Context: an optimization exercise on an open-source flow, tuned for small area. The choices shown serve that exercise and are no tape-out recipe.
In this exercise RTL edits were held to simulation tests only and were not proved equivalent to the original.

==> design/flow/design.v <==
module ControlLoop(
    input  logic       clock, reset, start, 
	input  logic signed [8:0] pitch_kP, pitch_kI, pitch_kD,  
    input  logic signed [8:0] yaw_kP, yaw_kI, yaw_kD,  
	input  logic signed [9:0] mpu_pitch, mpu_yaw,   
	input  logic signed [8:0] set_pitch, set_yaw,  
  	output logic signed [9:0] target_speed_left, target_speed_right
);
  logic [9:0] P, I, D;  
  logic starting;  
	logic signed [9:0] pitch_correction;
    logic signed [9:0] yaw_correction;
	PID pitch_pid(.clock(clock), 
				  .reset(reset), 
				  .set_point(set_pitch), 
				  .process_point(mpu_pitch), 
				  .out(pitch_correction), 
				  .KP(pitch_kP), 
				  .KI(pitch_kI),
				  .KD(pitch_kD));
	PID yaw_pid(.clock(clock), 
				.reset(reset), 
				.set_point(set_yaw), 
				.process_point(mpu_yaw), 
				.out(yaw_correction), 
				.KP(yaw_kP),  
				.KI(yaw_kI),
				.KD(yaw_kD));
	logic signed [11:0] full_left, full_right;
    always_comb begin
        full_left  = pitch_correction + yaw_correction;
        full_right = pitch_correction - yaw_correction;
		if (full_left > 10'sd511)  target_speed_left = 10'sd511;
    	else if (full_left < -10'sd511) target_speed_left = -10'sd511;
    	else target_speed_left = full_left[9:0];
		if (full_right > 10'sd511)  target_speed_right = 10'sd511;
    	else if (full_right < -10'sd511) target_speed_right = -10'sd511;
    	else target_speed_right = full_right[9:0];
    end
	always_ff @(posedge clock) begin
		if(reset) begin
			starting <= 1'd0;
		end
		else if(start) begin
			starting <= 1'd1;
		end
	end
endmodule
module PID
#(parameter WIDTH = 9)
(
	input  logic signed [8:0] KP, KI, KD,
	input  logic clock, reset,
	input  logic signed [8:0] set_point, process_point,
	output logic signed [9:0] out
);
logic [WIDTH:0] error, prev_error;
logic signed [31:0] P, I, D;
logic signed [31:0] integral;
assign error = set_point - process_point;
always_ff @(posedge clock, posedge reset) begin
        if (reset) begin
            prev_error <= 0;
            integral   <= 0;
        end else begin
            prev_error <= error;
            if (integral < 32'sd100000 && integral > -32'sd100000) 
                integral <= integral + error;
        end
end
assign P = error * KP;
assign I = integral * KI;
assign D = (error - prev_error) * KD;
assign out = (P + I + D) >>> 8;
endmodule
module MotorDriver(
    input logic clock, 
    input logic reset_n, 
    input logic dir_in,   
    input logic [9:0] speed,  
    input logic run_en, 
    output logic dir,
    output logic step, 
    output logic en_n, 
    output logic ms1, ms2, ms3
);
localparam PULSE_WIDTH = 32'd500;
logic [31:0] speed_period;
always_comb begin
    if (speed <= 10'd0) begin 
        speed_period = 32'd0;
    end
    else begin
        speed_period = 32'd100000000 / speed ;
        if (speed_period < 32'd100000)
            speed_period = 32'd100000;  
    end
end
logic [31:0] count;
logic reset_count;
logic count_en;
always_ff @ (posedge clock) begin
   if (~reset_n || reset_count)
      count <= 32'd0;
   else if (count_en) 
      count <= count + 32'd1;    
end
enum logic [1:0] {IDLE, HIGH, LOW} state, nextState;
always_ff @ (posedge clock) begin
  if (~reset_n) 
    state <= IDLE;
  else 
    state <= nextState;
end
always_comb begin
    count_en = 1'b0; 
    reset_count = 1'b0;
    case(state)
        IDLE: begin
            if (run_en && speed_period > 32'd0)
                nextState = HIGH;
            else
                nextState = IDLE;
        end
        HIGH: begin
            count_en = 1'b1;
            if (count >= (PULSE_WIDTH-1'b1))  
                nextState = LOW;
            else 
                nextState = HIGH;
        end
        LOW: begin
            if (~run_en || speed_period == 32'd0 )begin
                reset_count = 1'b1;
                nextState = IDLE;
            end
            else if (count >= (speed_period-1'b1)) begin
                reset_count = 1'b1;
                nextState = HIGH;
            end
            else begin
                count_en = 1'b1;
                nextState = LOW;
            end
        end
        default: nextState = IDLE;
    endcase 
end
assign step = (state == HIGH);
assign dir = dir_in;
assign en_n = ~run_en;
assign ms1 = 1'b0;
assign ms2 = 1'b0;
assign ms3 = 1'b0;
endmodule
module bb8_drive (
  input  logic              clock,
  input  logic              reset,    
  input  logic              run_en,
  input  logic signed [8:0] pitch_kP, pitch_kI, pitch_kD,
  input  logic signed [8:0] yaw_kP, yaw_kI, yaw_kD,
  input  logic signed [9:0] mpu_pitch, mpu_yaw,
  input  logic signed [8:0] set_pitch, set_yaw,
  output logic signed [9:0] target_speed_left, target_speed_right,
  output logic              step_l, dir_l,
  output logic              step_r, dir_r,
  output logic              en_n
);
  logic reset_n;
  assign reset_n = ~reset;
  ControlLoop controlloop (.clock(clock), .reset(reset), .start(1'b0),
                           .pitch_kP(pitch_kP), .pitch_kI(pitch_kI), .pitch_kD(pitch_kD),
                           .yaw_kP(yaw_kP), .yaw_kI(yaw_kI), .yaw_kD(yaw_kD),
                           .mpu_pitch(mpu_pitch), .mpu_yaw(mpu_yaw),
                           .set_pitch(set_pitch), .set_yaw(set_yaw),
                           .target_speed_left(target_speed_left),
                           .target_speed_right(target_speed_right));
  logic       motor_dir_x, motor_dir_y;
  logic [9:0] motor_speed_x, motor_speed_y;
  always_comb begin
    motor_dir_x   = (target_speed_left < 0) ? 1'b0 : 1'b1;
    motor_speed_x = (target_speed_left < 0) ? -target_speed_left : target_speed_left;
    motor_dir_y   = (target_speed_right < 0) ? 1'b0 : 1'b1;
    motor_speed_y = (target_speed_right < 0) ? -target_speed_right : target_speed_right;
  end
  logic en_n_x, en_n_y;
  logic ms1_x, ms2_x, ms3_x, ms1_y, ms2_y, ms3_y;
  MotorDriver motor_x (.clock(clock), .reset_n(reset_n),
                       .dir_in(motor_dir_x), .speed(motor_speed_x), .run_en(run_en),
                       .step(step_l), .dir(dir_l), .en_n(en_n_x),
                       .ms1(ms1_x), .ms2(ms2_x), .ms3(ms3_x));
  MotorDriver motor_y (.clock(clock), .reset_n(reset_n),
                       .dir_in(motor_dir_y), .speed(motor_speed_y), .run_en(run_en),
                       .step(step_r), .dir(dir_r), .en_n(en_n_y),
                       .ms1(ms1_y), .ms2(ms2_y), .ms3(ms3_y));
  assign en_n = en_n_x;
endmodule
==> design/flow/run.sh <==
#!/bin/bash
# synth_recipe.tcl (not shown) runs the flow's synth.tcl, then flattens the netlist and writes it again
# the make line also repeats each setting of config.mk as NAME=value (left out here)
make -C /OpenROAD-flow-scripts/flow DESIGN_CONFIG=/design/flow/config.mk WORK_HOME=/design/flow/orfs CLKGATE_MAP_FILE= SYNTH_SCRIPT=/design/flow/synth_recipe.tcl finish
==> design/flow/config.mk <==
export PLATFORM = sky130hd
export DESIGN_NAME = bb8_drive
export DESIGN_NICKNAME = bb8_drive
export VERILOG_FILES = /design/flow/design.v
export SDC_FILE = /design/flow/constraint.sdc
export NUM_CORES = 4
export LEC_CHECK = 0
export CAP_MARGIN = 20
export CORE_MARGIN = 2
export CORE_UTILIZATION = 40
export SLEW_MARGIN = 20
==> design/flow/constraint.sdc <==
create_clock -name core_clock -period 130.0 [get_ports {clock}]
set_input_delay 26.0000 -clock core_clock [delete_from_list [all_inputs] [get_ports {clock}]]
set_output_delay 26.0000 -clock core_clock [all_outputs]
set_load 0.01 [all_outputs]
==> flow_metrics.py, run 1 <==
metrics = {
    "setup_path": {
        "cp.required_ns": 130.39,
        "worst_path_largest_cell_delay_ns": 0.61,
        "critPathBufInv": 42,
        "cp_common_cell": "a21oi_1",
        "reg2reg_slack_ns": 33.79,
        "reg2reg_from": "controlloop.yaw_pid.prev_error[1]",
        "rr_worst_depth": 496,
        "cp_top_family": "compound AO/OA/AOI/OAI gates",
        "crit_end": "motor_y.count[23]",
        "start_kind": "input port",
        "cp_max_fo": 22,
        "cp.depth": 499,
        "slowest_stage": "or4_4",
        "worstSetupPathType": "input port to register",
        "cp-startpoint": "mpu_yaw[0]",
        "r2r-end": "motor_y.count[23]",
        "cp-end-kind": "register",
        "cp.arrival_ns": 123.02,
    },
    "cts": {
        "clock_path_buffers": 2,
        "cts-root-buf": "clkbuf_16",
        "cts_htree_levels": 4,
        "cts_num_sinks": 152,
        "clk_transition_reported_paths_ns": 0.08,
        "cts_tree": "built",
        "cts_inserted_buffers": 17,
        "clock_latency_ns": 0.51,
    },
    "final_layout": {
        "layout_common_cells": "1034 x inv_1, 929 x nand2_1, 871 x nor2_1, 821 x a21oi_1, 789 x ha_1",
        "regArea_mm2": 0.00346,
        "area_delta_synth_final_pct": 8.93,
        "final_common_cell": "inv_1",
        "final_cell_area_mm2": 0.0895,
        "nets": 12549,
        "drive_gt1_share_pct": 13.6,
        "multi_input_area_mm2": 0.0736,
        "fillers": 20772,
    },
    "synth": {
        "synth_top_cell_by_area": "fa_1",
        "synth_flop_cell": "dfrtp_1",
        "synth.avg_cell_area_um2": 7.59,
        "synth_compound_gate_area_share_pct": 25.7,
        "synth_cell_types": 210,
        "synth.area.top_cells": "fa_1 13%, ha_1 12%, a21oi_1 5.2%",
        "ys_async_sr_fraction_pct": 55.3,
        "synth_top_area_share_pct": 13.2,
        "ys_seq_area_share_pct": 4.21,
        "synth_adder_area_share_pct": 25.3,
        "synth_edf_count": 0,
        "synth_cells": 10827,
        "synthMuxAreaShare_pct": 2.88,
        "synth_simple_gate_area_share_pct": 26.1,
        "synth_top_family_by_area": "simple AND/OR/NAND/NOR gates",
        "yosysWarningCount": 6,
        "synth_xor_area_share_pct": 8.14,
        "synth_area_mm2": 0.0822,
        "synth.ff_latch_count": 152,
    },
    "floorplanning": {
        "start_util_pct": 40.2,
        "die_area_mm2": 0.209,
        "rows": 166,
        "die_y_um": 457,
        "die_x_um": 457,
        "fp.coreArea_mm2": 0.204,
        "io_pins": 120,
    },
    "job": {
        "cap_violations": 0,
    },
    "place": {
        "io_buffers": 117,
        "hpwl_um": 207000,
        "globalplace.congestion": 0.912,
        "place_area_mm2": 0.0876,
    },
    "global_routing": {
        "track_usage_pct": 23.7,
        "grt_pass1_wl_um": 416000,
        "overflow": 0,
        "antenna_found_initial": 3,
        "grt_pass1_vias": 79529,
        "grt_max_degree": 68,
    },
    "route": {
        "vias": 80798,
        "drc_errors": 0,
        "ant_nets": 0,
        "avgViaCountPerCell": 5.85,
        "wl_per_cell_um": 18.5,
        "drt_first_pass_iters": 6,
        "routed_wl_um": 256000,
        "drt_iter0_drc": 5541,
    },
    "timing": {
        "setup_tns_ns": 0,
        "fmax_ghz": 0.00815,
        "slew_violations": 0,
        "final_hold_viol_count": 0,
        "slew_headroom_pct": 27.2,
        "setup_violations": 0,
        "clock_skew_ns": 0.0272,
        "min_period_ns": 122.63,
        "finalCritPeriodShare_pct": 94.3,
        "tightest_slew_ns": 1.09,
    },
    "worst_hold_path": {
        "min_from": "motor_x.count[1]",
        "whs_endpoint": "motor_x.count[1]",
        "hold_depth": 2,
        "hp-class": "register to register",
    },
    "outcome": {
        "outcome": "no timing/DRC/antenna violations",
    },
}
## flip-flops by register name, summed over array words and instances (netlist names)
register,cells
controlloop.pitch_pid.integral,32
controlloop.pitch_pid.prev_error,10
motor_x.count,32
motor_y.state,2
controlloop.yaw_pid.prev_error,10
motor_x.state,2
motor_y.count,32
controlloop.yaw_pid.integral,32
## logic make-up after synthesis
logic type,Yosys count
xor gates and xnor gates,753
other,2
adders and majority gates,1337
DFF,152
and+or+nand+nor,4004
AOI/OAI and AO/OA,2983
buffers and inverters,1381
muxes,215
## cell type report
type	count	share of cell area (%)
diodes	2	0.00559
clock buffers	18	0.503
clock inverters	14	0.147
inverters	1044	4.39
multi-input cells	9341	82.2
flip-flops and latches	152	3.87
well taps	2688	3.76
repair buffers	562	5.10
## repair_timing
action / 4_1_cts / 5_1_grt
gates resized for setup: 0 / 195
endpoints found under the setup margin: 0 / 68
buffers inserted: 0 / 62
hold buffers: 0 / 0
## per-stage QoR
step	worst slack, ns	instances	util (%)	hold WS [ns]
after global placement	1.49	13723	42.8	0.483
after global routing	-0.206	13821	43.8	0.525
final	7.37	13821	43.8	0.509
after floorplan	7.21	10873	-	0.470
after detailed placement	0.119	13723	42.8	0.493
after CTS	0.270	13755	43.1	0.509
## metal layers
| metal | track usage (%) | part of all wire (%) | routed length, um |
|---|---|---|---|
| met5 | 0 | 0 | 0 |
| met4 | 7.67 | 3.4 | 8670 |
| met3 | 1.60 | 4.3 | 10900 |
| met2 | 40.2 | 47 | 119000 |
| met1 | 32.0 | 46 | 117000 |
## synthesized netlist by cell type (all sizes together), types with 157 or more instances
cell type	number
a21oi	866
inv	1044
nor2	908
clkbuf	209
nand2b	209
nand2	950
xor2	265
ha	796
xnor2	487
fa	540
nor2b	157
o21a	157
nand3	276
o21ai	493
and2	353
nor3	280
a21o	281
## how the worst min path moves through the flow
stage	from	to	slack, ns	cells after the start
floorplan	motor_x.count[1]	motor_x.count[1]	0.47	2
global placement	motor_x.count[1]	motor_x.count[1]	0.48	2
==> run 2: changes to the inputs <==
==> design/flow/design.v (replaced) <==
module PID (
  input  logic       clock,
  input  logic       reset,
  input  logic [8:0] KP, KI, KD,
  input  logic [8:0] set_point, process_point,
  output logic [9:0] out
);
  logic [9:0]  e, prev_e;
  logic [16:0] integ;
  assign e = {set_point[8], set_point} - {process_point[8], process_point};
  always_ff @(posedge clock, posedge reset) begin
    if (reset) begin
      prev_e <= 10'd0;
      integ  <= 17'd0;
    end else begin
      prev_e <= e;
      if (integ < 17'd100000)
        integ <= integ + {7'd0, e};
    end
  end
  logic [17:0] P, I, D, sum;
  assign P   = {8'd0, e} * {9'd0, KP};
  assign I   = {1'b0, integ} * {{9{KI[8]}}, KI};
  assign D   = ({8'd0, e} - {8'd0, prev_e}) * {9'd0, KD};
  assign sum = P + I + D;
  assign out = sum[17:8];
endmodule
module ControlLoop (
  input  logic       clock, reset,
  input  logic [8:0] pitch_kP, pitch_kI, pitch_kD,
  input  logic [8:0] yaw_kP, yaw_kI, yaw_kD,
  input  logic [8:0] mpu_pitch, mpu_yaw,
  input  logic [8:0] set_pitch, set_yaw,
  output logic [9:0] target_speed_left, target_speed_right
);
  logic [9:0] p, y;
  PID pitch_pid (.clock(clock), .reset(reset), .KP(pitch_kP), .KI(pitch_kI), .KD(pitch_kD),
                 .set_point(set_pitch), .process_point(mpu_pitch), .out(p));
  PID yaw_pid   (.clock(clock), .reset(reset), .KP(yaw_kP), .KI(yaw_kI), .KD(yaw_kD),
                 .set_point(set_yaw), .process_point(mpu_yaw), .out(y));
  logic [10:0] l, r;
  assign l = {p[9], p} + {y[9], y};
  assign r = {p[9], p} - {y[9], y};
  function automatic logic [9:0] clamp(input logic [10:0] v);
    if (!v[10] && v[9])                   clamp = 10'd511;             
    else if (v[10] && (!v[9] || v[8:0] == 9'd0)) clamp = 10'b1000000001;  
    else                                  clamp = v[9:0];
  endfunction
  assign target_speed_left  = clamp(l);
  assign target_speed_right = clamp(r);
endmodule
module MotorDriver (
  input  logic       clock,
  input  logic       reset,
  input  logic       run_en,
  input  logic [8:0] speed,
  output logic       step
);
  localparam logic [26:0] R_INIT = 27'd99998978;    
  localparam logic [26:0] N_INIT = 27'd3;           
  logic        hi, lo;        
  logic [26:0] n;             
  logic [26:0] r;
  logic [8:0]  s;
  logic go, hend, gt, inc, borrow;
  logic [26:0] r_nx;
  assign go     = run_en & (|speed);
  assign hend   = (n == 27'd502);                   
  assign gt     = (speed > s);
  assign inc    = hi | (lo & go & ~gt);
  assign borrow = (r < {18'd0, s});
  assign r_nx   = borrow ? (r + n - {18'd0, s}) : (r - {18'd0, s});
  always_ff @(posedge clock) begin
    if (reset) begin
      hi <= 1'b0;
      lo <= 1'b0;
    end else begin
      hi <= (~hi & ~lo & go) | (hi & ~hend) | (lo & go & gt);
      lo <= (hi & hend) | (lo & go & ~gt);
    end
    if (reset || !inc) begin
      n <= N_INIT;
      r <= R_INIT;
      s <= 9'd511;
    end else begin
      n <= n + 27'd1;
      r <= r_nx;
      s <= s - {8'd0, borrow};
    end
  end
  assign step = hi;
endmodule
module bb8_drive (
  input  logic              clock,
  input  logic              reset,    
  input  logic              run_en,
  input  logic signed [8:0] pitch_kP, pitch_kI, pitch_kD,
  input  logic signed [8:0] yaw_kP, yaw_kI, yaw_kD,
  input  logic signed [9:0] mpu_pitch, mpu_yaw,
  input  logic signed [8:0] set_pitch, set_yaw,
  output logic signed [9:0] target_speed_left, target_speed_right,
  output logic              step_l, dir_l,
  output logic              step_r, dir_r,
  output logic              en_n
);
  ControlLoop controlloop (.clock(clock), .reset(reset),
                           .pitch_kP(pitch_kP), .pitch_kI(pitch_kI), .pitch_kD(pitch_kD),
                           .yaw_kP(yaw_kP), .yaw_kI(yaw_kI), .yaw_kD(yaw_kD),
                           .mpu_pitch(mpu_pitch[8:0]), .mpu_yaw(mpu_yaw[8:0]),
                           .set_pitch(set_pitch), .set_yaw(set_yaw),
                           .target_speed_left(target_speed_left),
                           .target_speed_right(target_speed_right));
  logic [8:0] speed_l, speed_r;
  assign dir_l   = ~target_speed_left[9];
  assign dir_r   = ~target_speed_right[9];
  assign speed_l = target_speed_left[9]  ? -target_speed_left[8:0]  : target_speed_left[8:0];
  assign speed_r = target_speed_right[9] ? -target_speed_right[8:0] : target_speed_right[8:0];
  MotorDriver motor_l (.clock(clock), .reset(reset), .run_en(run_en), .speed(speed_l), .step(step_l));
  MotorDriver motor_r (.clock(clock), .reset(reset), .run_en(run_en), .speed(speed_r), .step(step_r));
  assign en_n = ~run_en;
endmodule
==> run 2 against run 1 <==
Effect of this change:
- register-to-register slack gained 82 ns
- still clean on timing, DRC and antenna
- critical path depth decreased by 450
- worst hold slack got worse by 0.071 ns
- fmax grew 87%
- worst setup slack improved by 57 ns
- cell area decreased by 56%
- sequential cell count rose by 32
- global-route usage is 4.0 points lower
- core utilization shrank 0.28 points
==> flow_metrics.py, run 2 <==
metrics = {
    "timing": {
        "fmax_ghz": 0.0153,
        "slew_violations": 0,
        "setup_ws_ns": 64.54,
        "tightest_slew_ns": 0.942,
        "clock_skew_ns": 0.0183,
        "min_period_ns": 65.46,
        "setup_tns_ns": 0,
        "whs_ns": 0.437,
        "final_hold_viol_count": 0,
        "slew_headroom_pct": 36.7,
        "grt_setup_unrepaired": "no",
        "finalCritPeriodShare_pct": 50.4,
        "setup_violations": 0,
    },
    "cts": {
        "clk_transition_reported_paths_ns": 0.08,
        "cts_inserted_buffers": 17,
        "clock_latency_ns": 0.53,
        "postCtsSetupRepairBufs": 0,
        "cts_htree_levels": 4,
        "cts-root-buf": "clkbuf_16",
        "cts_tree": "built",
        "cts_num_sinks": 184,
        "cts_resized": 0,
        "clock_path_buffers": 2,
        "hold_buffers": 0,
    },
    "synth": {
        "ys_seq_area_share_pct": 10.8,
        "yosysMostFrequentCell": "inv_1",
        "synth_top_cell_by_area": "fa_1",
        "synth_cell_types": 95,
        "ys_async_sr_fraction_pct": 29.3,
        "synth_cells": 4272,
        "synth_area_mm2": 0.0367,
        "yosysWarningCount": 3,
        "synth_commonest_cells": "871 x inv_1, 562 x fa_1, 408 x ha_1, 404 x nand2_1, 288 x and2_1",
        "synth.area.top_cells": "fa_1 31%, ha_1 14%, inv_1 8.9%",
        "synth.avg_cell_area_um2": 8.60,
        "synth_flop_cell": "dfxtp_1",
        "synth.ff_latch_count": 184,
        "synth_edf_count": 0,
        "synth_top_area_share_pct": 30.6,
    },
    "global_routing": {
        "grt_max_degree": 64,
        "grt_pass1_vias": 28480,
        "grt_pass1_wl_um": 148000,
        "antenna_found_initial": 0,
        "track_usage_pct": 19.7,
        "overflow": 0,
    },
    "place": {
        "hpwl_um": 74000,
        "io_buffers": 117,
        "place_ws_ns": 64.46,
        "globalplace.congestion": 0.840,
    },
    "worst_hold_path": {
        "whs_endpoint": "motor_r.n[0]",
        "hp-class": "register to register",
        "min_from": "motor_r.n[0]",
        "hold_depth": 1,
    },
    "setup_path": {
        "reg2reg_from": "controlloop.pitch_pid.prev_e[0]",
        "cp.required_ns": 104.00,
        "cp_max_fo": 17,
        "worstSetupPathType": "input port to output pin",
        "r2r-end": "motor_l.r[24]",
        "cp_common_cell": "xnor2_1",
        "cp-end-kind": "output pin",
        "reg2reg_slack_ns": 115.34,
        "start_kind": "input port",
        "worst_path_largest_cell_delay_ns": 0.67,
        "rr_worst_depth": 54,
        "cp.arrival_ns": 39.46,
        "slowest_stage": "clkdlybuf4s50_1",
    },
    "route": {
        "avgViaCountPerCell": 4.96,
        "routed_wl_um": 88100,
        "drt_first_pass_iters": 5,
        "drt_iter0_drc": 1281,
        "drc_errors": 0,
        "ant_nets": 0,
        "wl_per_cell_um": 16.0,
        "vias": 27367,
    },
    "job": {
        "cap_violations": 0,
    },
    "floorplanning": {
        "die_y_um": 307,
        "die_area_mm2": 0.0943,
        "rows": 111,
        "start_util_pct": 40.2,
        "io_pins": 120,
        "fp.coreArea_mm2": 0.0914,
        "die_x_um": 307,
    },
    "final_layout": {
        "nets": 5385,
        "fillers": 9107,
        "drive_gt1_share_pct": 2.63,
        "area_delta_synth_final_pct": 8.29,
        "diodes": 0,
        "layout_common_cells": "871 x inv_1, 562 x fa_1, 408 x ha_1, 404 x nand2_1, 288 x and2_1",
        "final_common_cell": "inv_1",
    },
    "outcome": {
        "outcome": "no timing/DRC/antenna violations",
    },
}
[run 2: cell count changes after synthesis, sizes merged, moves of 124 or more]
cell	delta
a21oi	-730
nor2	-692
nand2	-546
ha	-388
o21ai	-382
a21o	-253
xnor2	-249
nand3	-223
xor2	-216
nor3	-208
inv	-168
nand2b	-143
nand4	-128
mux2	-124
[run 2: critical path, delay by kind of cell]
kind | cells | cell delay [ns]
AOI/OAI and AO/OA | 9 | 2.55
xor gates and xnor gates | 11 | 2.26
adders and majority gates | 12 | 4.98
buffers and inverters | 10 | 2.38
and+or+nand+nor | 7 | 1.29
[run 2: logic make-up (layout without fill, tap and decap cells)]
logic type	count (synthesis)	in the layout	synth area share [%]
AO/OA/AOI/OAI	503	503	9.15
XOR/XNOR	287	287	6.84
adder cells (fa/ha/maj)	972	972	44.6
buffers and inverters	995	1056	10.3
flip-flops	184	184	10.8
multiplexers	10	10	0.290
AND/OR/NAND/NOR	1321	1321	18.1
[run 2: how the worst max path moves through the flow]
stage,from,end,slack (ns),depth (start not counted)
after global routing,set_pitch[0],target_speed_left[8],63.59,48
after detailed placement,set_pitch[0],target_speed_left[8],64.46,49
final,set_pitch[0],target_speed_left[8],64.54,49
after global placement,set_pitch[0],target_speed_left[8],64.52,49
after CTS,set_pitch[0],target_speed_left[8],64.45,49
after floorplan,set_pitch[0],target_speed_right[2],67.30,47
[run 2: layout make-up]
type / instances / area, um2 / share of cell area (%)
Clock buffer: 17 / 425 / 1.07
Timing Repair Buffer: 148 / 1400 / 3.53
Multi-Input combinational cell: 3093 / 29000 / 73.0
Sequential cell: 184 / 3950 / 9.94
Clock inverter: 15 / 203 / 0.510
Tap cell: 1186 / 1480 / 3.73
Inverter: 876 / 3290 / 8.27
[run 2: metrics by stage]
step	utilization [%]	area, um2	instances
2_1_floorplan	-	36700	4272
3_3_place_gp	42.8	39200	5487
3_5_place_dp	42.8	39200	5487
4_1_cts	43.5	39800	5519
5_1_grt	43.5	39800	5519
6_report	43.5	39800	5519
[run 2: routing by layer]
| metal | up-vias | share of wire (%) | GRT usage [%] | routed length, um |
|---|---|---|---|---|
| met5 | - | 0 | 0 | 0 |
| met4 | 0 | 1.6 | 4.66 | 1430 |
| met3 | 68 | 4.1 | 2.86 | 3590 |
| met2 | 400 | 47 | 33.1 | 41300 |
| met1 | 13467 | 47 | 26.8 | 41800 |
| li1 | 13432 | - | - | - |

[separate check: timing with driven ports]
In the flow no input, the clock included, has a driving cell. The finished layouts below were timed again as built, in two steps. Step 1 sets driving cells, clkbuf_16 on the clock port and buf_2 on the other inputs (assumed; they add their load-dependent delay and slew). Step 2 adds t to the input delays and takes it off the output delays; t is the mean of the earliest and latest rising clock arrival at the registers after step 1. Input paths then give back, and output paths get back, about the clock's delay inside the block. a / b / c = ideal / step 1 / step 2; a / b = the first two.
run	t (ns)	setup WS [ns]	hold WS [ns]	latest minus earliest clock arrival (ns)	worst data-port slew with drivers (ns)
run 1	0.558	7.374 / 7.405 / 6.847	0.509 / 0.509 / 0.509	0.027 / 0.027	0.20
run 2	0.575	64.541 / 64.519 / 64.519	0.437 / 0.437 / 0.437	0.020 / 0.020	0.06
After both steps setup and hold are still met in every run listed. For run 1, which loses most, drivers alone change the setup slack by +0.031 ns; drivers and shift together by -0.527 ns.
